What follows belongs to an exercise in optimizing a design on an open flow for small area; a production flow would make more cautious choices. In this exercise RTL edits were held to simulation tests only and were not proved equivalent to the original. The flow treats the clock pin as an ideal source. Dropping or thinning the clock tree relies on that and would not hold on a real chip. Power is estimated from default activity; no workload was simulated.

== run 1 ==
Design block_controller, start of the top module:
module block_controller(
	input clk,
	input bright,
	input rst,
	input left, input right, input p2left, input p2right,
	input two_player,
	input ack,
	input [9:0] hCount, vCount,
	output [11:0] rgb,
	output reg [15:0] score,
	output [15:0] p2score,
	output reg [15:0] highscore
   );
Settings: LEC_CHECK=0, CAP_MARGIN=20, CORE_MARGIN=2, CORE_UTILIZATION=70, SLEW_MARGIN=20; clock period 10.0 ns.
standard.sh (not shown) runs the stock make flow with config.mk's settings and CLKGATE_MAP_FILE= SYNTH_SCRIPT=/design/flow/synth_recipe.tcl, a recipe that flattens the netlist after the stock synthesis.
==> flow/flow/run.sh <==
#!/bin/bash
# Own layout flow: the standard flow (standard.sh) with these changes to how the layout is made:
#  - after the standard synthesis, the logic between the registers is re-mapped by ABC for area
#    (remap.tcl): eight runs of ABC's deep synthesis with different seeds, then an area mapping;
#    the smallest result is kept. Registers keep the standard synthesis's names and cell types,
#  - the buffers that ABC inserted during synthesis are removed at floorplan,
#  - every input and output port still gets its own buffer, but a sky130_fd_sc_hd__buf_1,
#  - the clock tree is a root buffer and six clock buffers (cts_tree.tcl), each
#    driving one group of nearby registers, in place of TritonCTS,
#  - the constant outputs share one tie cell.
# Each step's full output goes to a log file of its own in this folder.
set -euo pipefail
RES=orfs/results/$FLOW_PLATFORM/block_controller/base
export CLK_COLS=3 CLK_ROWS=2 CLK_BUF=sky130_fd_sc_hd__clkbuf_8 CLK_ROOT=sky130_fd_sc_hd__clkbuf_4
bash standard.sh synth > log_synth.txt 2>&1
cp $RES/1_2_yosys.v $RES/1_2_yosys.std.v
export REMAP_DONT_USE="$(grep -o -- '-dont_use [A-Za-z0-9_]*' orfs/logs/$FLOW_PLATFORM/block_controller/base/1_2_yosys.log | awk '{print $2}' | sort -u | tr '\n' ' ')"
mkdir -p remap
for s in 1 2 3 4 5 6 7 8; do
  printf 'strash\n&get -n\n&deepsyn -T 300 -S %s\n&put\ndch -f\namap\ntopo\n' $s > remap/area_$s.abc
  REMAP_SCRIPT=remap/area_$s.abc REMAP_OUT=remap/net_$s.v yosys -c flow/remap.tcl > log_remap_$s.txt 2>&1 &
done
wait
best=""; best_area=""
for s in 1 2 3 4 5 6 7 8; do
  a=$(grep "Chip area for top module" remap/net_$s.v.stat | awk '{print $NF}')
  echo "seed $s: $a" >> log_remap_pick.txt
  if [[ -z "$best" ]] || python3 -c "import sys; sys.exit(0 if $a < $best_area else 1)"; then best=$s; best_area=$a; fi
done
echo "kept seed $best ($best_area)" >> log_remap_pick.txt
cp remap/net_$best.v $RES/1_2_yosys.v
touch $RES/1_2_yosys.v
bash standard.sh \
  REMOVE_ABC_BUFFERS=1 \
  "BUFFER_PORTS_ARGS=-buffer_cell sky130_fd_sc_hd__buf_1" \
  PRE_CTS_TCL=$PWD/flow/cts_tree.tcl \
  SKIP_REPAIR_TIE_FANOUT=1 \
  finish > log_layout.txt 2>&1
==> flow/flow/cts_tree.tcl <==
# Simple balanced clock tree, used in place of TritonCTS for this small design:
# the registers are split by position into a grid of groups of about equal size, each group is
# driven by one clock buffer placed at its centre. The clock port drives those buffers, through
# a root buffer at the centre when CLK_ROOT names one.
# Every register gets its clock through exactly one buffer of the same type.
proc my_small_clock_tree { } {
  set bufname [expr { [info exists ::env(CLK_BUF)] ? $::env(CLK_BUF) : "sky130_fd_sc_hd__clkbuf_8" }]
  set block [ord::get_db_block]
  set clknet [$block findNet clk]
  set master [[ord::get_db] findMaster $bufname]
  set sinks {}
  set sink_iterms [$clknet getITerms]
  set root_net $clknet
  if { [info exists ::env(CLK_ROOT)] && $::env(CLK_ROOT) != "" } {
    set rinst [odb::dbInst_create $block [[ord::get_db] findMaster $::env(CLK_ROOT)] "clkbuf_tree_root"]
    set root_net [odb::dbNet_create $block "clknet_tree_root"]
    $root_net setSigType CLOCK
    [$rinst findITerm A] connect $clknet
    [$rinst findITerm X] connect $root_net
  }
  set rx 0; set ry 0
  foreach it $sink_iterms {
    set inst [$it getInst]
    set loc [$inst getLocation]
    lappend sinks [list [lindex $loc 0] [lindex $loc 1] $it]
  }
  # split into a grid of CLK_COLS x CLK_ROWS groups of about equal count
  set cols [expr { [info exists ::env(CLK_COLS)] ? $::env(CLK_COLS) : 2 }]
  set rows [expr { [info exists ::env(CLK_ROWS)] ? $::env(CLK_ROWS) : 2 }]
  set sinks [lsort -integer -index 0 $sinks]
  set n [llength $sinks]
  set g 0
  for { set c 0 } { $c < $cols } { incr c } {
    set col [lsort -integer -index 1 [lrange $sinks [expr { $c * $n / $cols }] [expr { ($c + 1) * $n / $cols - 1 }]]]
    set m [llength $col]
    for { set r 0 } { $r < $rows } { incr r } {
      set part [lrange $col [expr { $r * $m / $rows }] [expr { ($r + 1) * $m / $rows - 1 }]]
      set sx 0; set sy 0
      foreach s $part { incr sx [lindex $s 0]; incr sy [lindex $s 1] }
      set cx [expr { $sx / [llength $part] }]
      set cy [expr { $sy / [llength $part] }]
      set inst [odb::dbInst_create $block $master "clkbuf_tree_$g"]
      set net [odb::dbNet_create $block "clknet_tree_$g"]
      $net setSigType CLOCK
      [$inst findITerm A] connect $root_net
      [$inst findITerm X] connect $net
      foreach s $part {
        set it [lindex $s 2]
        $it disconnect
        $it connect $net
      }
      $inst setLocation $cx $cy
      $inst setPlacementStatus PLACED
      incr g
      incr rx $cx; incr ry $cy
    }
  }
  if { [info exists rinst] } {
    $rinst setLocation [expr { $rx / $g }] [expr { $ry / $g }]
    $rinst setPlacementStatus PLACED
  }
  set_propagated_clock [all_clocks]
}
rename clock_tree_synthesis orig_clock_tree_synthesis
proc clock_tree_synthesis { args } { my_small_clock_tree }
Other scripts of this flow, unchanged in this note and not shown: flow/flow/remap.tcl
diff inputs: run 1 => run 2
# run 1
export LEC_CHECK = 0
export CAP_MARGIN = 20
export CORE_MARGIN = 2
export CORE_UTILIZATION = 70
export SLEW_MARGIN = 20
create_clock -name core_clock -period 10.0 [get_ports {clk}]
# run 2
export LEC_CHECK = 0
export CAP_MARGIN = 20
export CORE_MARGIN = 2
export CORE_UTILIZATION = 60
export SLEW_MARGIN = 20
create_clock -name core_clock -period 10.0 [get_ports {clk}]
--- a/flow/flow/run.sh
+++ b/flow/flow/run.sh
@@ -7,3 +7,3 @@
 #  - every input and output port still gets its own buffer, but a sky130_fd_sc_hd__buf_1,
-#  - the clock tree is a root buffer and six clock buffers (cts_tree.tcl), each
+#  - the clock tree is four clock buffers fed by the clock port (cts_tree.tcl), each
 #    driving one group of nearby registers, in place of TritonCTS,
@@ -13,3 +13,3 @@
 RES=orfs/results/$FLOW_PLATFORM/block_controller/base
-export CLK_COLS=3 CLK_ROWS=2 CLK_BUF=sky130_fd_sc_hd__clkbuf_8 CLK_ROOT=sky130_fd_sc_hd__clkbuf_4
+export CLK_COLS=2 CLK_ROWS=2 CLK_BUF=sky130_fd_sc_hd__clkbuf_16 CLK_ROOT=
 bash standard.sh synth > log_synth.txt 2>&1
[summary]
Run 2 ended with every stage complete and zero timing, DRC or antenna violations. Run 2 ended up with a lower mean number of vias per cell than run 1 did. Compared with run 1, run 2 shows count of inserted tapcells higher by 9. [compare] base=run 1 new=run 2: number of buffer and inverter instances along the worst setup path climbed 1; setup slack of the most critical reg-to-reg path climbed 0.56 ns. Compared with run 1, run 2 is hungrier on power. Met2 layer wire length in the routed design (higher): run 2. Going from run 1 to run 2, total area of multi-input combinational cells shrank slightly. There was hardly any difference in post-CTS resize count between run 1 and run 2.
Here is what was changed in the inputs of run 3 compared with run 2.
--- a/flow/flow/run.sh
+++ b/flow/flow/run.sh
@@ -3,3 +3,3 @@
 #  - after the standard synthesis, the logic between the registers is re-mapped by ABC for area
-#    (remap.tcl): eight runs of ABC's deep synthesis with different seeds, then an area mapping;
+#    (remap.tcl): four runs of ABC's deep synthesis with different seeds, then an area mapping;
 #    the smallest result is kept. Registers keep the standard synthesis's names and cell types,
@@ -7,3 +7,3 @@
 #  - every input and output port still gets its own buffer, but a sky130_fd_sc_hd__buf_1,
-#  - the clock tree is four clock buffers fed by the clock port (cts_tree.tcl), each
+#  - the clock tree is a root buffer and eight clock buffers (cts_tree.tcl), each
 #    driving one group of nearby registers, in place of TritonCTS,
@@ -13,3 +13,3 @@
 RES=orfs/results/$FLOW_PLATFORM/block_controller/base
-export CLK_COLS=2 CLK_ROWS=2 CLK_BUF=sky130_fd_sc_hd__clkbuf_16 CLK_ROOT=
+export CLK_COLS=4 CLK_ROWS=2 CLK_BUF=sky130_fd_sc_hd__clkbuf_8 CLK_ROOT=sky130_fd_sc_hd__clkbuf_4
 bash standard.sh synth > log_synth.txt 2>&1
@@ -18,3 +18,3 @@
 mkdir -p remap
-for s in 1 2 3 4 5 6 7 8; do
+for s in 1 2 3 4; do
   printf 'strash\n&get -n\n&deepsyn -T 300 -S %s\n&put\ndch -f\namap\ntopo\n' $s > remap/area_$s.abc
@@ -24,3 +24,3 @@
 best=""; best_area=""
-for s in 1 2 3 4 5 6 7 8; do
+for s in 1 2 3 4; do
   a=$(grep "Chip area for top module" remap/net_$s.v.stat | awk '{print $NF}')
--- a/flow/flow/cts_tree.tcl
+++ b/flow/flow/cts_tree.tcl
@@ -2,4 +2,4 @@
 # the registers are split by position into a grid of groups of about equal size, each group is
-# driven by one clock buffer placed at its centre. The clock port drives those buffers, through
-# a root buffer at the centre when CLK_ROOT names one.
+# driven by one clock buffer placed at its centre, and a root buffer at the centre drives those
+# buffers from the clock port.
 # Every register gets its clock through exactly one buffer of the same type.
Results
- Delta (run 3 minus run 2): fmax neither gained nor lost much, clock slew at the register clock pins of the worst setup and hold paths closely matched the old numbers, fraction of standard cell area that is sequential shows no meaningful change, power rose 1.7%.
For run 4, these inputs were changed with respect to run 3:
# run 3
export LEC_CHECK = 0
export CAP_MARGIN = 20
export CORE_MARGIN = 2
export CORE_UTILIZATION = 60
export SLEW_MARGIN = 20
create_clock -name core_clock -period 10.0 [get_ports {clk}]
# run 4
export LEC_CHECK = 0
export CAP_MARGIN = 20
export CORE_MARGIN = 2
export CORE_UTILIZATION = 70
export SLEW_MARGIN = 20
create_clock -name core_clock -period 10.0 [get_ports {clk}]
--- a/flow/flow/run.sh
+++ b/flow/flow/run.sh
@@ -3,3 +3,3 @@
 #  - after the standard synthesis, the logic between the registers is re-mapped by ABC for area
-#    (remap.tcl): four runs of ABC's deep synthesis with different seeds, then an area mapping;
+#    (remap.tcl): eight runs of ABC's deep synthesis with different seeds, then an area mapping;
 #    the smallest result is kept. Registers keep the standard synthesis's names and cell types,
@@ -7,3 +7,3 @@
 #  - every input and output port still gets its own buffer, but a sky130_fd_sc_hd__buf_1,
-#  - the clock tree is a root buffer and eight clock buffers (cts_tree.tcl), each
+#  - the clock tree is four clock buffers fed by the clock port (cts_tree.tcl), each
 #    driving one group of nearby registers, in place of TritonCTS,
@@ -13,3 +13,3 @@
 RES=orfs/results/$FLOW_PLATFORM/block_controller/base
-export CLK_COLS=4 CLK_ROWS=2 CLK_BUF=sky130_fd_sc_hd__clkbuf_8 CLK_ROOT=sky130_fd_sc_hd__clkbuf_4
+export CLK_COLS=2 CLK_ROWS=2 CLK_BUF=sky130_fd_sc_hd__clkbuf_16 CLK_ROOT=
 bash standard.sh synth > log_synth.txt 2>&1
@@ -18,3 +18,3 @@
 mkdir -p remap
-for s in 1 2 3 4; do
+for s in 4; do
   printf 'strash\n&get -n\n&deepsyn -T 300 -S %s\n&put\ndch -f\namap\ntopo\n' $s > remap/area_$s.abc
@@ -24,3 +24,3 @@
 best=""; best_area=""
-for s in 1 2 3 4; do
+for s in 4; do
   a=$(grep "Chip area for top module" remap/net_$s.v.stat | awk '{print $NF}')
--- a/flow/flow/cts_tree.tcl
+++ b/flow/flow/cts_tree.tcl
@@ -2,4 +2,4 @@
 # the registers are split by position into a grid of groups of about equal size, each group is
-# driven by one clock buffer placed at its centre, and a root buffer at the centre drives those
-# buffers from the clock port.
+# driven by one clock buffer placed at its centre. The clock port drives those buffers, through
+# a root buffer at the centre when CLK_ROOT names one.
 # Every register gets its clock through exactly one buffer of the same type.
### Flow results
On final worst-path setup slack, run 3 beats run 4. Compared run 4 vs run 3, and core utilization of the finished layout is up in run 4. Of run 3 and run 4, the run reporting the lower layout overhead on the synthesized area was run 4.
## Diff of input files: run 5 against run 4
# run 4
export LEC_CHECK = 0
export CAP_MARGIN = 20
export CORE_MARGIN = 2
export CORE_UTILIZATION = 70
export SLEW_MARGIN = 20
create_clock -name core_clock -period 10.0 [get_ports {clk}]
# run 5
export LEC_CHECK = 0
export CAP_MARGIN = 20
export CORE_MARGIN = 2
export CORE_UTILIZATION = 60
export SLEW_MARGIN = 20
create_clock -name core_clock -period 10.0 [get_ports {clk}]
--- a/flow/flow/run.sh
+++ b/flow/flow/run.sh
@@ -3,3 +3,3 @@
 #  - after the standard synthesis, the logic between the registers is re-mapped by ABC for area
-#    (remap.tcl): eight runs of ABC's deep synthesis with different seeds, then an area mapping;
+#    (remap.tcl): four runs of ABC's deep synthesis with different seeds, then an area mapping;
 #    the smallest result is kept. Registers keep the standard synthesis's names and cell types,
@@ -18,4 +18,4 @@
 mkdir -p remap
-for s in 4; do
-  printf 'strash\n&get -n\n&deepsyn -T 300 -S %s\n&put\ndch -f\namap\ntopo\n' $s > remap/area_$s.abc
+for s in 1 2 3 4; do
+  printf 'strash\n&get -n\n&deepsyn -T 480 -S %s\n&put\ndch -f\namap\ntopo\n' $s > remap/area_$s.abc
   REMAP_SCRIPT=remap/area_$s.abc REMAP_OUT=remap/net_$s.v yosys -c flow/remap.tcl > log_remap_$s.txt 2>&1 &
@@ -24,3 +24,3 @@
 best=""; best_area=""
-for s in 4; do
+for s in 1 2 3 4; do
   a=$(grep "Chip area for top module" remap/net_$s.v.stat | awk '{print $NF}')
==> comparison <==
Fraction of met3 tracks used by global routing up 0.49 points in run 5 wrt run 4. Comparing proportion of cell area occupied by registers for run 5 and run 4, the smaller number came from run 5. Relative area change from synthesis to final layout: run 5 vs run 4 up 0.33 points. Synthesized area delta (run 5 − run 4): unfavourable. Run 5 vs. run 4: highest clock rate went up by about 1.5%. Final worst setup slack was higher in run 5 than in run 4. Going from run 4 to run 5, critical path depth climbed 30; total routed wire length on the met1 layer climbed 410 µm; power consumption dropped 6.9%.
In every run of this note, the design's own scripts or RTL, not TritonCTS, make the clock network.

==> port drivers added, routing unchanged <==
How much do the figures lean on ideal ports? The routed layouts below were timed once more, with nothing changed but the port constraints. Step 1 (the two cells are an assumption about what drives the block):
set clk [get_ports {clk}]
set_driving_cell -lib_cell sky130_fd_sc_hd__clkbuf_16 $clk
set_driving_cell -lib_cell sky130_fd_sc_hd__buf_2 [delete_from_list [all_inputs] $clk]
Step 2 also shifts input and output timing later by t, the mid clock arrival at the registers, as if the neighbouring blocks saw the same clock. Three values: no drivers, after step 1, after step 2; two values: the first two.
run | t, ns | setup slack, ns | latest minus earliest clock arrival (ns) | worst register clock-pin slew, ns
run 1 | 0.451 | 2.047 / 2.047 / 2.047 | 0.018 / 0.017 | 0.10 / 0.10
run 2 | 0.230 | 2.353 / 2.320 / 2.320 | 0.018 / 0.017 | 0.09 / 0.09
run 3 | 0.496 | 2.347 / 2.313 / 2.313 | 0.017 / 0.017 | 0.09 / 0.09
run 4 | 0.226 | 2.307 / 2.284 / 2.284 | 0.019 / 0.019 | 0.09 / 0.09
run 5 | 0.226 | 2.421 / 2.421 / 2.421 | 0.018 / 0.018 | 0.10 / 0.10
After both steps every run listed still meets setup and hold. For run 3, which loses most, drivers alone change the setup slack by -0.034 ns; drivers and shift together by -0.034 ns.
